What follows belongs to an exercise in optimizing a design on an open flow for small area, a short achievable clock period and few clock cycles; a production flow would make more cautious choices.
The RTL was checked by simulation tests, not by an equivalence proof against the original design.
No activity file was given, so power comes from the tool's default toggle rates.

$ cat flow/design.v
module mux2to1_32(
    input [31:0] a,
    input [31:0] b,
    input sel,
    output [31:0] o
    );
assign o = sel ? a : b;
endmodule
module mux4to1_32(
    input [31:0] a,
	 input [31:0] b,
	 input [31:0] c,
	 input [31:0] d,
    input [1:0] sel,
    output [31:0] o
    );
assign o = sel[1] ? (sel[0]? d: c) : (sel[0]? b: a) ;
endmodule
module mux4to1_5(
    input [5:0] a,
	 input [5:0] b,
	 input [5:0] c,
	 input [5:0] d,
    input [1:0] sel,
    output [5:0] o
    );
assign o = sel[1] ? (sel[0]? d: c) : (sel[0]? b: a) ;
endmodule
module Regs(
	clk, 
	rst,
	reg_R_addr_A,
	reg_R_addr_B,
	reg_W_addr,
	wdata,
	reg_we,
	rdata_A,
	rdata_B
);
	input clk, rst, reg_we;
	input [4:0] reg_R_addr_A, reg_R_addr_B, reg_W_addr;
	input [31:0] wdata;
	output [31:0] rdata_A, rdata_B;
	wire [31:0] register [0:31]; 
	genvar i;
	assign register[0] = 32'h00000000;
	assign rdata_A = (reg_R_addr_A == 0) ? 0 : register[reg_R_addr_A]; 
	assign rdata_B = (reg_R_addr_B == 0) ? 0 : register[reg_R_addr_B]; 
	generate
		for (i=1; i<32; i=i+1) begin : r
			reg [31:0] q;
			assign register[i] = q;
			always @(posedge clk or posedge rst) begin
				if (rst==1) 
					q <= 0;
				else if ((reg_W_addr == i) && (reg_we == 1))
					q <= wdata;
			end
		end
	endgenerate
endmodule
module alu(A, B, ALU_operation, res, zero, overflow );
	input signed [31:0] A, B;
	input [2:0] ALU_operation;
	output [31:0] res;
	output zero, overflow ;
	wire [31:0] res_and, res_or, res_add, res_sub, res_nor, res_slt, res_xor, res_srl;
	reg [31:0] res;
	parameter one = 32'h00000001, zero_0 = 32'h00000000;
	assign res_and = A&B;
	assign res_or = A|B;
	assign res_add = A+B;
	assign res_sub = A-B;
	assign res_nor=~(A | B);
	assign res_slt =(A < B) ? one : zero_0;
	assign res_xor = A^B;
	assign res_srl = B>>1;
	always @*
		case (ALU_operation)
			3'b000: res=res_and;
			3'b001: res=res_or;
			3'b010: res=res_add;
			3'b110: res=res_sub;
			3'b100: res=res_nor;
			3'b111: res=res_slt;
			3'b011: res=res_xor;
			3'b101: res=res_srl;
			default: res=res_add;
		endcase
	assign zero = (res==0)? 1: 0;
endmodule
module data_path(
    clk,
    reset, 
    MIO_ready,
    IorD, 
    IRWrite, 
    RegDst,
    RegWrite,
    MemtoReg,
    ALUSrcA, 
    ALUSrcB, 
    PCSource, 
    PCWrite, 
    PCWriteCond, 
    Beq,
    ALU_operation, 
    PC_Current, 
    data2CPU, 
    Inst_R, 
    data_out, 
    M_addr, 
    zero, 
    overflow 
); 
    input clk, reset; 
    input MIO_ready, IorD, IRWrite, RegWrite, ALUSrcA, PCWrite, PCWriteCond, Beq;
    input [1:0] RegDst, MemtoReg, ALUSrcB, PCSource; 
    input [2:0] ALU_operation;
    input [31:0] data2CPU; 
    output [31:0] Inst_R, M_addr, data_out, PC_Current;
    output zero, overflow; 
    reg [31:0] Inst_R, ALU_Out, MDR, PC_Current; 
    wire reset, rst, zero, overflow, IRWrite, MIO_ready, RegWrite, Beq, modificative;
    wire IorD, ALUSrcA, PCWrite, PCWriteCond; 
    wire [1:0] RegDst, MemtoReg, ALUSrcB, PCSource; 
    wire [31:0] Alu_A, Alu_B, res; 
    wire [31:0] w_reg_data,  rdata_A,  rdata_B,  data_out,  data2CPU, M_addr; 
    wire [2:0] ALU_operation; 
    wire [15:0] imm; 
    wire [4:0] reg_Rs_addr_A, reg_Rt_addr_B, reg_rd_addr, reg_Wt_addr; 
    assign rst = reset; 
    always @(posedge clk or posedge rst)begin
        if (rst) begin
            Inst_R<=0; 
            MDR<=0;
            ALU_Out<=0;
        end else begin
            if (IRWrite && MIO_ready) 
                Inst_R<=data2CPU; 
            else 
                Inst_R<=Inst_R; 
            if (MIO_ready) MDR<=data2CPU;
            ALU_Out<=res; 
        end 
    end 
    alu x_ALU(
        .A(Alu_A),
        .B(Alu_B),
        .ALU_operation(ALU_operation),
        .res(res),
        .zero(zero),
        .overflow(overflow)
    ); 
    Regs reg_files( 
        .clk(clk),
        .rst(rst),
        .reg_R_addr_A(reg_Rs_addr_A),
        .reg_R_addr_B(reg_Rt_addr_B),
        .reg_W_addr(reg_Wt_addr),
        .wdata(w_reg_data),
        .reg_we(RegWrite),
        .rdata_A(rdata_A),
        .rdata_B(rdata_B)
    ); 
    assign reg_Rs_addr_A=Inst_R[25:21];  
    assign reg_Rt_addr_B=Inst_R[20:16];  
    assign reg_rd_addr=Inst_R[15:11];  
    assign imm=Inst_R[15:0];  
    mux4to1_32 mux_w_reg_data(
        .a(ALU_Out),  
        .b(MDR),  
        .c({imm,16'h0000}),  
        .d(PC_Current),  
        .sel(MemtoReg),
        .o(w_reg_data)
    );
    mux4to1_5 mux_w_reg_addr(
        .a(reg_Rt_addr_B),  
        .b(reg_rd_addr),  
        .c(5'b11111),  
        .d(5'b00000),  
        .sel(RegDst),
        .o(reg_Wt_addr)
    );  
    mux2to1_32 mux_Alu_A(
        .a(rdata_A),
        .b(PC_Current),
        .sel(ALUSrcA),
        .o(Alu_A)
    );
    mux4to1_32 mux_Alu_B(
        .a(rdata_B),
        .b(32'h00000004),  
        .c({{16{imm[15]}},imm}),  
        .d({{14{imm[15]}},imm,2'b00}),  
        .sel(ALUSrcB),
        .o(Alu_B)
    );
    assign modificative=PCWrite||(PCWriteCond&&(~(zero||Beq)|(zero&&Beq)));
    always @(posedge clk or posedge reset)begin 
        if (reset==1)  
            PC_Current<=32'h00000000; 
        else if (modificative==1)begin 
            case(PCSource)
                2'b00: if (MIO_ready || !IRWrite) PC_Current <= res;  
                2'b01: PC_Current <= ALU_Out;  
                2'b10: PC_Current <= {PC_Current[31:28],Inst_R[25:0],2'b00};  
                2'b11: PC_Current <= ALU_Out;  
            endcase 
        end
    end 
    assign data_out=rdata_B; 
    mux2to1_32 mux_M_addr (
        .a(ALU_Out),
        .b(PC_Current),
        .sel(IorD),
        .o(M_addr)
    ); 
endmodule  
module ctrl(
    clk,
    reset,
    Inst_in,
    zero,
    overflow,
    MIO_ready,
    MemRead, 
    MemWrite, 
    ALU_operation,
    state_out, 
    CPU_MIO, 
    IorD, 
    IRWrite, 
    RegDst,
    RegWrite,
    MemtoReg,
    ALUSrcA, 
    ALUSrcB, 
    PCSource, 
    PCWrite, 
    PCWriteCond, 
    Beq
); 
    input clk,reset; 
    input zero,overflow,MIO_ready;
    input [31:0] Inst_in; 
    output [2:0] ALU_operation; 
    output CPU_MIO,MemRead,MemWrite,IorD,IRWrite,RegWrite,ALUSrcA,PCWrite,PCWriteCond,Beq;
    output [4:0] state_out; 
    output [1:0] RegDst,MemtoReg,ALUSrcB,PCSource; 
    wire [4:0] 	state_out; 
    wire reset,MIO_ready; 
    reg	CPU_MIO,MemRead,MemWrite,IorD,IRWrite,RegWrite,ALUSrcA,PCWrite,PCWriteCond,Beq; 
    reg [1:0] RegDst,MemtoReg,ALUSrcB,PCSource; 
    reg [2:0] ALU_operation; 
    reg [4:0] state; 
    parameter 
        IF = 5'b00000,
        ID = 5'b00001,
        EX_R = 5'b00010,
        EX_Mem =5'b00011,
        EX_I = 5'b00100,
        Lui_WB = 5'b00101,
        EX_beq = 5'b00110,
        EX_bne = 5'b00111,
        EX_jr = 5'b01000,
        EX_JAL = 5'b01001,
        EX_jalr = 5'b10000,
        Exe_J = 5'b01010,
        MEM_RD = 5'b01011,
        MEM_WD = 5'b01100,
        WB_R = 5'b01101,
        WB_I = 5'b01110,
        WB_LW = 5'b01111,
        Error = 5'b11111; 
    parameter 
        AND = 3'b000,
        OR = 3'b001,
        ADD = 3'b010,
        SUB = 3'b110,
        NOR = 3'b100,
        SLT = 3'b111,
        XOR =  3'b011,
        SRL = 3'b101; 
    assign state_out=state; 
    always @(posedge clk or posedge reset)
        if (reset==1) begin
            {PCWrite,PCWriteCond,IorD,MemRead,MemWrite,IRWrite,MemtoReg,PCSource,ALUSrcB,ALUSrcA,RegWrite,RegDst, CPU_MIO}<=17'h12821;  
            Beq<=0;
            ALU_operation<=ADD;
            state <= IF; 
        end else 
            case (state)
                IF: begin
                    if(MIO_ready)begin
                        {PCWrite,PCWriteCond,IorD,MemRead,MemWrite,IRWrite,MemtoReg,PCSource,ALUSrcB,ALUSrcA,RegWrite,RegDst, CPU_MIO}<=17'h00060;
                        ALU_operation<=ADD;
                        state <= ID; 
                    end 
                    else begin
                        state <=IF; {PCWrite,PCWriteCond,IorD,MemRead,MemWrite,IRWrite,MemtoReg,PCSource,ALUSrcB,ALUSrcA,RegWrite,RegDst, CPU_MIO}<=17'h12821;
                    end 
                end 
                ID: begin 
                    case (Inst_in[31:26])
                        6'b000000: begin 
                            {PCWrite,PCWriteCond,IorD,MemRead,MemWrite,IRWrite,MemtoReg,PCSource,ALUSrcB,ALUSrcA,RegWrite,RegDst, CPU_MIO}<=17'h00010;
                            state <= EX_R; 
                            case (Inst_in[5:0])
                                6'b100000: ALU_operation<=ADD;
                                6'b100010: ALU_operation<=SUB;
                                6'b100100: ALU_operation<=AND;
                                6'b100101: ALU_operation<=OR;
                                6'b100111: ALU_operation<=NOR;
                                6'b101010: ALU_operation<=SLT;
                                6'b000010: ALU_operation<=SRL;  
                                6'b100110: ALU_operation<=XOR; 
                                6'b001000: begin 
                                    {PCWrite,PCWriteCond,IorD,MemRead,MemWrite,IRWrite,MemtoReg,PCSource,ALUSrcB,ALUSrcA,RegWrite,RegDst, CPU_MIO}<=17'h10010;
                                    ALU_operation<=ADD; 
                                    state <= EX_jr; 
                                end 
                                6'b001001:begin
                                    {PCWrite,PCWriteCond,IorD,MemRead,MemWrite,IRWrite,MemtoReg,PCSource,ALUSrcB,ALUSrcA,RegWrite,RegDst, CPU_MIO}<=17'h00208;   
                                    ALU_operation<=ADD;
                                    state <=EX_jalr;
                                end
                                default: ALU_operation <= ADD; 
                            endcase
                        end 
                        6'b100011: begin  
                            {PCWrite,PCWriteCond,IorD,MemRead,MemWrite,IRWrite,MemtoReg,PCSource,ALUSrcB,ALUSrcA,RegWrite,RegDst, CPU_MIO}<=17'h00050;
                            ALU_operation<=ADD;
                            state <= EX_Mem; 
                        end 
                        6'b101011:begin  
                            {PCWrite,PCWriteCond,IorD,MemRead,MemWrite,IRWrite,MemtoReg,PCSource,ALUSrcB,ALUSrcA,RegWrite,RegDst, CPU_MIO}<=17'h00050;
                            ALU_operation<=ADD;
                            state <= EX_Mem; 
                        end 
                        6'b000010:begin  
                            {PCWrite,PCWriteCond,IorD,MemRead,MemWrite,IRWrite,MemtoReg,PCSource,ALUSrcB,ALUSrcA,RegWrite,RegDst, CPU_MIO}<=17'h10160;
                            state <= Exe_J; 
                        end 
                        6'b000011:begin  
                            {PCWrite,PCWriteCond,IorD,MemRead,MemWrite,IRWrite,MemtoReg,PCSource,ALUSrcB,ALUSrcA,RegWrite,RegDst, CPU_MIO}<=17'h1076c;
                            state <= EX_JAL; 
                        end 
                        6'b000100:begin  
                            {PCWrite,PCWriteCond,IorD,MemRead,MemWrite,IRWrite,MemtoReg,PCSource,ALUSrcB,ALUSrcA,RegWrite,RegDst, CPU_MIO}<=17'h08090;
                            Beq<=1;
                            ALU_operation<= SUB;
                            state <= EX_beq;
                        end 
                        6'b000101:begin  
                            {PCWrite,PCWriteCond,IorD,MemRead,MemWrite,IRWrite,MemtoReg,PCSource,ALUSrcB,ALUSrcA,RegWrite,RegDst, CPU_MIO}<=17'h08090;
                            Beq<=0;
                            ALU_operation<= SUB; 
                            state <= EX_bne; 
                        end 
                        6'b001000:begin  
                            {PCWrite,PCWriteCond,IorD,MemRead,MemWrite,IRWrite,MemtoReg,PCSource,ALUSrcB,ALUSrcA,RegWrite,RegDst, CPU_MIO}<=17'h00050;
                            ALU_operation <= ADD;
                            state <= EX_I; 
                        end 
                        6'b001100:begin  
                            {PCWrite,PCWriteCond,IorD,MemRead,MemWrite,IRWrite,MemtoReg,PCSource,ALUSrcB,ALUSrcA,RegWrite,RegDst, CPU_MIO}<=17'h00050;
                            ALU_operation <= AND;
                            state <= EX_I;
                        end
                        6'b001101:begin  
                            {PCWrite,PCWriteCond,IorD,MemRead,MemWrite,IRWrite,MemtoReg,PCSource,ALUSrcB,ALUSrcA,RegWrite,RegDst, CPU_MIO}<=17'h00050;
                            ALU_operation <= OR;
                            state <= EX_I;
                        end
                        6'b001110:begin  
                            {PCWrite,PCWriteCond,IorD,MemRead,MemWrite,IRWrite,MemtoReg,PCSource,ALUSrcB,ALUSrcA,RegWrite,RegDst, CPU_MIO}<=17'h00050;
                            ALU_operation <= XOR;
                            state <= EX_I;
                        end
                        6'b001010:begin  
                            {PCWrite,PCWriteCond,IorD,MemRead,MemWrite,IRWrite,MemtoReg,PCSource,ALUSrcB,ALUSrcA,RegWrite,RegDst, CPU_MIO}<=17'h00050;
                            ALU_operation <= SLT;
                            state <= EX_I; 
                        end 
                        6'b001111:begin  
                            {PCWrite,PCWriteCond,IorD,MemRead,MemWrite,IRWrite,MemtoReg,PCSource,ALUSrcB,ALUSrcA,RegWrite,RegDst, CPU_MIO}<=17'h00468;
                            state <= Lui_WB; 
                        end 
                        default: begin
                            {PCWrite,PCWriteCond,IorD,MemRead,MemWrite,IRWrite,MemtoReg,PCSource,ALUSrcB,ALUSrcA,RegWrite,RegDst, CPU_MIO}<=17'h12821;
                            state <= Error; 
                        end
                    endcase
                end  
                EX_jalr:begin
                    {PCWrite,PCWriteCond,IorD,MemRead,MemWrite,IRWrite,MemtoReg,PCSource,ALUSrcB,ALUSrcA,RegWrite,RegDst, CPU_MIO}<=17'h10018;
                    ALU_operation<=ADD; state <= EX_jr;
                end
                EX_Mem: begin
                    if (Inst_in[31:26]==6'b100011) begin
                        {PCWrite,PCWriteCond,IorD,MemRead,MemWrite,IRWrite,MemtoReg,PCSource,ALUSrcB,ALUSrcA,RegWrite,RegDst, CPU_MIO}<=17'h06051; 
                        state <= MEM_RD;
                    end else if (Inst_in[31:26]==6'b101011) begin 
                        {PCWrite,PCWriteCond,IorD,MemRead,MemWrite,IRWrite,MemtoReg,PCSource,ALUSrcB,ALUSrcA,RegWrite,RegDst, CPU_MIO}<=17'h05051; 
                        state <= MEM_WD; 
                    end 
                end 
                MEM_RD: begin
                    if (MIO_ready) begin
                        {PCWrite,PCWriteCond,IorD,MemRead,MemWrite,IRWrite,MemtoReg,PCSource,ALUSrcB,ALUSrcA,RegWrite,RegDst, CPU_MIO}<=17'h00208; state <= WB_LW; 
                    end else begin
                        state <=MEM_RD; 
                        {PCWrite,PCWriteCond,IorD,MemRead,MemWrite,IRWrite,MemtoReg,PCSource,ALUSrcB,ALUSrcA,RegWrite,RegDst, CPU_MIO}<=17'h06050; 
                    end 
                end 
                MEM_WD:begin
                    if(MIO_ready)begin
                        {PCWrite,PCWriteCond,IorD,MemRead,MemWrite,IRWrite,MemtoReg,PCSource,ALUSrcB,ALUSrcA,RegWrite,RegDst, CPU_MIO}<=17'h12821;
                        ALU_operation<=ADD;
                        state <= IF; 
                    end else begin 
                        state <=MEM_WD; 
                        {PCWrite,PCWriteCond,IorD,MemRead,MemWrite,IRWrite,MemtoReg,PCSource,ALUSrcB,ALUSrcA,RegWrite,RegDst, CPU_MIO}<=17'h05050; 
                    end 
                end 
                WB_LW:begin
                    {PCWrite,PCWriteCond,IorD,MemRead,MemWrite,IRWrite,MemtoReg,PCSource,ALUSrcB,ALUSrcA,RegWrite,RegDst, CPU_MIO}<=17'h12821;
                    ALU_operation<=ADD; state <=IF; end
                EX_R:begin
                    {PCWrite,PCWriteCond,IorD,MemRead,MemWrite,IRWrite,MemtoReg,PCSource,ALUSrcB,ALUSrcA,RegWrite,RegDst, CPU_MIO}<=17'h0001a; state <= WB_R; end
                EX_I:begin
                    {PCWrite,PCWriteCond,IorD,MemRead,MemWrite,IRWrite,MemtoReg,PCSource,ALUSrcB,ALUSrcA,RegWrite,RegDst, CPU_MIO}<=17'h00058; state <= WB_I; end
                WB_R:begin
                    {PCWrite,PCWriteCond,IorD,MemRead,MemWrite,IRWrite,MemtoReg,PCSource,ALUSrcB,ALUSrcA,RegWrite,RegDst, CPU_MIO}<=17'h12821;
                    ALU_operation<=ADD; state <= IF; end
                WB_I:begin
                    {PCWrite,PCWriteCond,IorD,MemRead,MemWrite,IRWrite,MemtoReg,PCSource,ALUSrcB,ALUSrcA,RegWrite,RegDst, CPU_MIO}<=17'h12821;
                    ALU_operation<=ADD; state <= IF; end
                Exe_J:begin
                    {PCWrite,PCWriteCond,IorD,MemRead,MemWrite,IRWrite,MemtoReg,PCSource,ALUSrcB,ALUSrcA,RegWrite,RegDst, CPU_MIO}<=17'h12821;
                    ALU_operation<=ADD; state <= IF; end
                EX_bne:begin
                    {PCWrite,PCWriteCond,IorD,MemRead,MemWrite,IRWrite,MemtoReg,PCSource,ALUSrcB,ALUSrcA,RegWrite,RegDst, CPU_MIO}<=17'h12821;
                    ALU_operation<=ADD; state <= IF; end
                EX_beq:begin
                    {PCWrite,PCWriteCond,IorD,MemRead,MemWrite,IRWrite,MemtoReg,PCSource,ALUSrcB,ALUSrcA,RegWrite,RegDst, CPU_MIO}<=17'h12821;
                    ALU_operation<=ADD; state <= IF; end
                EX_jr:begin
                    {PCWrite,PCWriteCond,IorD,MemRead,MemWrite,IRWrite,MemtoReg,PCSource,ALUSrcB,ALUSrcA,RegWrite,RegDst, CPU_MIO}<=17'h12821;
                    ALU_operation<=ADD; state <= IF; end
                EX_JAL:begin
                    {PCWrite,PCWriteCond,IorD,MemRead,MemWrite,IRWrite,MemtoReg,PCSource,ALUSrcB,ALUSrcA,RegWrite,RegDst, CPU_MIO}<=17'h12821;
                    ALU_operation<=ADD; state <= IF; end
                Lui_WB:begin
                    {PCWrite,PCWriteCond,IorD,MemRead,MemWrite,IRWrite,MemtoReg,PCSource,ALUSrcB,ALUSrcA,RegWrite,RegDst, CPU_MIO}<=17'h12821;
                    ALU_operation<=ADD; state <= IF; end
                Error: state <= Error; 
                default: begin 
                    {PCWrite,PCWriteCond,IorD,MemRead,MemWrite,IRWrite,MemtoReg,PCSource,ALUSrcB,ALUSrcA,RegWrite,RegDst, CPU_MIO}<=17'h12821;
                    Beq<=0;ALU_operation<=ADD;
                    state <= Error; 
                end 
            endcase 
endmodule 
module Muliti_cycle_Cpu(
    clk, 
    reset, 
    MIO_ready, 
    mem_w, 
    Addr_out, 
    data_out, 
    data_in 
); 
    input clk,reset,MIO_ready;
    output 	 mem_w; 
    output [31:0] Addr_out; 
    output [31:0] data_out; 
    input [31:0]  data_in; 
    wire [31:0] 	 Inst,Addr_out,PC_Current,data_in,data_out; 
    wire [4:0] 	 state; 
    wire [2:0] 	 ALU_operation; 
    wire [1:0] 	 RegDst,MemtoReg,ALUSrcB,PCSource; 
    wire 	 CPU_MIO,MemRead,MemWrite,IorD,IRWrite,RegWrite,ALUSrcA,PCWrite,PCWriteCond,Beq;
    wire 	 reset,MIO_ready, mem_w,zero,overflow; 
    ctrl x_ctrl(
        .clk(clk),
        .reset(reset),
        .Inst_in(Inst),
        .zero(zero),
        .overflow(overflow),
        .MIO_ready(MIO_ready),
        .MemRead(MemRead),
        .MemWrite(MemWrite),
        .ALU_operation(ALU_operation),
        .state_out(state),
        .CPU_MIO(CPU_MIO),
        .IorD(IorD),
        .IRWrite(IRWrite),
        .RegDst(RegDst),
        .RegWrite(RegWrite),
        .MemtoReg(MemtoReg),
        .ALUSrcA(ALUSrcA),
        .ALUSrcB(ALUSrcB),
        .PCSource(PCSource),
        .PCWrite(PCWrite),
        .PCWriteCond(PCWriteCond),
        .Beq(Beq)
    ); 
    data_path x_datapath(
        .clk(clk),
        .reset(reset),
        .MIO_ready(MIO_ready),
        .IorD(IorD),
        .IRWrite(IRWrite),
        .RegDst(RegDst),
        .RegWrite(RegWrite),
        .MemtoReg(MemtoReg),
        .ALUSrcA(ALUSrcA),
        .ALUSrcB(ALUSrcB),
        .PCSource(PCSource),
        .PCWrite(PCWrite),
        .PCWriteCond(PCWriteCond),
        .Beq(Beq), 
        .ALU_operation(ALU_operation),
        .PC_Current(PC_Current),
        .data2CPU(data_in),
        .Inst_R(Inst),
        .data_out(data_out),
        .M_addr(Addr_out),
        .zero(zero),
        .overflow(overflow)
    ); 
    assign mem_w=MemWrite&&(~MemRead);
endmodule 
$ cat flow/run.sh
#!/bin/bash
# synth_recipe.tcl (not shown) runs the flow's synth.tcl, then flattens the netlist and writes it again
# the make line also repeats each setting of config.mk as NAME=value (left out here)
make -C /OpenROAD-flow-scripts/flow DESIGN_CONFIG=/design/flow/config.mk WORK_HOME=/design/flow/orfs CLKGATE_MAP_FILE= SYNTH_SCRIPT=/design/flow/synth_recipe.tcl finish
$ cat flow/config.mk
export PLATFORM = sky130hd
export DESIGN_NAME = Muliti_cycle_Cpu
export DESIGN_NICKNAME = Muliti_cycle_Cpu
export VERILOG_FILES = /design/flow/design.v
export SDC_FILE = /design/flow/constraint.sdc
export NUM_CORES = 4
export LEC_CHECK = 0
export CAP_MARGIN = 30
export CORE_MARGIN = 2
export CORE_UTILIZATION = 40
export SLEW_MARGIN = 30
$ cat flow/constraint.sdc
create_clock -name core_clock -period 12.0 [get_ports {clk}]
set_input_delay 2.4000 -clock core_clock [delete_from_list [all_inputs] [get_ports {clk}]]
set_output_delay 2.4000 -clock core_clock [all_outputs]
set_load 0.01 [all_outputs]
==> run summary <==
==> how the worst max path moves through the flow <==
stage                               start                         to  slack, ps  depth (start not counted)
floorplan                           reset             x_ctrl.ALUSrcA      -6200                          1
global placement    x_datapath.Inst_R[16]  x_datapath.PC_Current[26]       2310                         21
detailed placement  x_datapath.Inst_R[16]  x_datapath.PC_Current[26]       2490                         21
CTS                 x_datapath.Inst_R[16]  x_datapath.PC_Current[27]       2410                         21
global route        x_datapath.Inst_R[17]  x_datapath.PC_Current[27]       2010                         24
finish              x_datapath.Inst_R[18]   x_datapath.PC_Current[1]       1820                         22
==> cell families after synthesis <==
kind of cell,Yosys count,share of synthesized area (%)
AND/OR/NAND/NOR,2502,18.1
AO/OA/AOI/OAI,2488,24.8
flip-flops,1145,45.1
buffers and inverters,795,4.81
multiplexers,259,4.57
adder cells (fa/ha/maj),114,2.26
XOR/XNOR,33,0.454
==> registers in the layout (all words and copies together), names as in the netlist, 3 cells and up <==
name                      flops
x_datapath.reg_files.r.q    992
x_datapath.ALU_Out           32
x_datapath.Inst_R            32
x_datapath.MDR               32
x_datapath.PC_Current        32
x_ctrl.state                  5
x_ctrl.ALU_operation          3
==> metrics by stage <==
stage	setup TNS, ps	setup slack (ps)	util [%]	hold slack (ps)
after floorplan	-7078950	-6200	-	462
after global placement	0	2310	42.4	479
final	0	1820	45.5	501
after CTS	0	2410	45.4	503
after global routing	0	2010	45.5	520
after detailed placement	0	2490	42.6	491
==> area by class of cell <==
type | count | area (um2) | area share, %
Antenna cell | 17 | 42.5 | 0.0591
Clock inverter | 51 | 648 | 0.900
Tap cell | 2072 | 2590 | 3.60
Clock buffer | 191 | 3910 | 5.43
Timing Repair Buffer | 319 | 2830 | 3.93
Sequential cell | 1145 | 28700 | 39.8
Inverter | 113 | 428 | 0.594
Multi-Input combinational cell | 5396 | 32900 | 45.6
==> worst min-delay path: cells and delay by family, from the launching register on <==
kind | cells | cell delay [ps]
flip-flops | 1 | 370
buffers and inverters | 1 | 60
AO/OA/AOI/OAI | 1 | 60
==> power by group <==
part	switching [mW]	internal [mW]	total, mW	leakage (nW)
sequential	1.86	5.33	7.19	15.5
clock	1.83	2.45	4.28	2.22
combinational	5.43	2.40	7.83	13.1
total	9.12	10.2	19.3	30.8
==> cell usage after synthesis (10+ instances only) <==
cell | instances | area (um2)
a221o_1 | 12 | 120
o211ai_1 | 12 | 90.1
nand2_1 | 1274 | 4780
mux2i_1 | 88 | 881
inv_1 | 112 | 420
nor2_1 | 309 | 1160
or4_1 | 36 | 270
mux2_4 | 26 | 390
buf_2 | 20 | 100
a2111oi_0 | 66 | 578
nor4_1 | 41 | 257
mux2_2 | 145 | 1630
and2_1 | 12 | 75.1
nor2b_1 | 55 | 344
o22ai_1 | 34 | 213
nor3_1 | 54 | 270
ha_1 | 111 | 1390
a2bb2oi_1 | 10 | 87.6
or2_2 | 16 | 100
a22o_1 | 83 | 727
a221oi_1 | 88 | 771
o21ai_0 | 1091 | 5460
clkbuf_1 | 616 | 2310
a21o_1 | 19 | 143
a21oi_1 | 299 | 1500
a211oi_1 | 17 | 128
a31o_2 | 23 | 201
o31ai_1 | 18 | 135
xnor2_1 | 27 | 236
or3_1 | 23 | 144
nand3b_1 | 15 | 113
nand2b_1 | 26 | 163
nand3_1 | 233 | 1170
nand4_1 | 153 | 957
dfrtp_1 | 1140 | 28500
a22oi_1 | 500 | 3750
a222oi_1 | 35 | 350
a31oi_1 | 48 | 300
and3_1 | 209 | 1310
buf_1 | 39 | 146
a32oi_1 | 13 | 114
o21a_1 | 15 | 113
==> per-layer routing <==
layer	track usage [%]	vias up	share of wire, %
met2	58.6	5900	40
met5	1.81	-	0.16
met3	18.5	1877	15
met1	51.6	31800	36
li1	-	26300	-
met4	28.5	18	9.0
==> flow_summary.yaml <==
timing:
  maxSlewViolCount: 0
  fin_skew_ps: 50.5
  period_needed_ps: 10180
  finalSetupViolCount: 0
  finalHoldViolations: 0
  slew_headroom_pct: 22.2
  finalCritPeriodShare_pct: 84.8
  rsz0062_at_grt: "false"
  clock.fmax_mhz: 98.2
  worst_pin_slew_ps: 1170
setup_path:
  cpMaxStageDelayCell: "nor2_2"
  worstPathMaxFanout: 32
  slowest_delay_ps: 850
  path_buf_inv: 3
  path_class: "flop to flop"
  cp_common_cell: "buf_4"
  crit_chain: "buf_4, nand3b_1, nor2_2, buf_4, a22oi_1, nand4_1, or4_1, nand2_1, o21ai_0, ha_1, nor3_1, a221oi_1, o211a_1, o21ai_0, a31oi_1, a21oi_1, nor4b_1, nand4_1, o21a_1, a221oi_4, buf_4, mux2_4"
  cp-end-kind: "flop"
  rrSetupSlack_ps: 1820
  cp.required_ps: 12670
  critPathLaunchType: "flop"
  worst-r2r-cell-count: 22
  critPathTopFamily: "simple AND/OR/NAND/NOR gates"
  r2r_start: "x_datapath.Inst_R[18]"
  arrival_ps: 10850
  timing.rr.end: "x_datapath.PC_Current[1]"
hold_path:
  min_to: "x_ctrl.IRWrite"
  min_from: "x_ctrl.IRWrite"
  holdPathStages: 2
  hp-class: "flop to flop"
floorplan:
  ios: 100
  core_um2: 158000
  die_area_um2: 162000
  initial_core_util_pct: 40.2
  fp-row-count: 146
  fp.dieW_um: 403
  die_y_um: 403
job:
  maxCapViolCount: 0
power:
  p_total_mw: 19.3
  p_leak_nw: 30.8
  peakVddDrop_uv: 156
  p_per_area_nw_per_um2: 268
finish:
  fillCellCount: 15300
  design_area_um2: 72000
  instances_no_fill: 9304
  drive_above_1_share_pct: 11.5
  final_cell_mix: "1,248 x nand2_1, 1,129 x dfrtp_1, 1,075 x o21ai_0, 488 x a22oi_1, 295 x a21oi_1"
  syn2layout_area_growth_pct: 13.2
  nets: 7258
  layout_commonest_cell: "nand2_1"
grt:
  grt_max_degree: 160
  grt_pass1_wl_um: 482000
  grtUsageTotal_pct: 41.9
  antenna_found_initial: 23
  overflow: 0
  grt_pass1_vias: 60600
yosys:
  yosysWarnings: 7
  synth_fp_nets: 7484
  synthFlopType: "dfrtp_1"
  synth-edff-count: 0
  synthArstFlopShare_pct: 100
  synth-seq-area-share_pct: 45.1
  netlist_instances: 7336
  synth-seq-cells: 1145
  synth_cell_types: 89
  synth_area_um2: 63600
  avgSynthCellArea_um2: 8.67
clock_network:
  cts.clk_slew.worst_paths_ps: 60
  cts_tree: "built"
  insertion_delay_ps: 830
  post_cts_resized: 0
  cts_inserted_buffers: 135
  ctsHtreeMaxLevel: 4
  hold_buffers: 0
  clock_path_buffers: 3
  post_cts_buffers: 0
  cts_root_buffer: "clkbuf_16"
  clkSinkCount: 1145
detailed_routing:
  post_drt_wl_per_cell_um: 37.6
  drt_iter0_markers: 13100
  drtPass1Iterations: 12
  vias: 65900
  drcViolationCount: 0
  wl_um: 349000
  ant_nets: 0
  vias_per_cell: 7.08
placed_design:
  place.gp.congestion: 1.04
  port_buffers: 99
  post-place-cells: 9043
  dp_hpwl_um: 219000
  dpl_cell_area_um2: 67300
status:
  status: "timing/DRC/antenna clean"
Testbench counts, summed over its fixed seeds: cycles 262,166.

[re-timing with driven ports]
No port has a modelled driver above. Below, the same layout with a new extraction and two added sets of constraints.
Step 1 assumes that a clkbuf_16 drives the clock port and a buf_2 every other input.
Step 2 adds t to the input delays and takes it off the output delays; t is the mean of the earliest and latest rising clock arrival at the registers after step 1. Input paths then give back, and output paths get back, about the clock's delay inside the block.
a / b / c = ideal / step 1 / step 2; a / b = the first two.
t (ns): 0.889
setup WS [ns]: 1.820 / 1.820 / 1.820
worst hold slack (ns): 0.501 / 0.501 / 0.501
After both steps setup and hold are still met in this run. For this run, drivers alone change the setup slack by 0.000 ns; drivers and shift together by 0.000 ns.
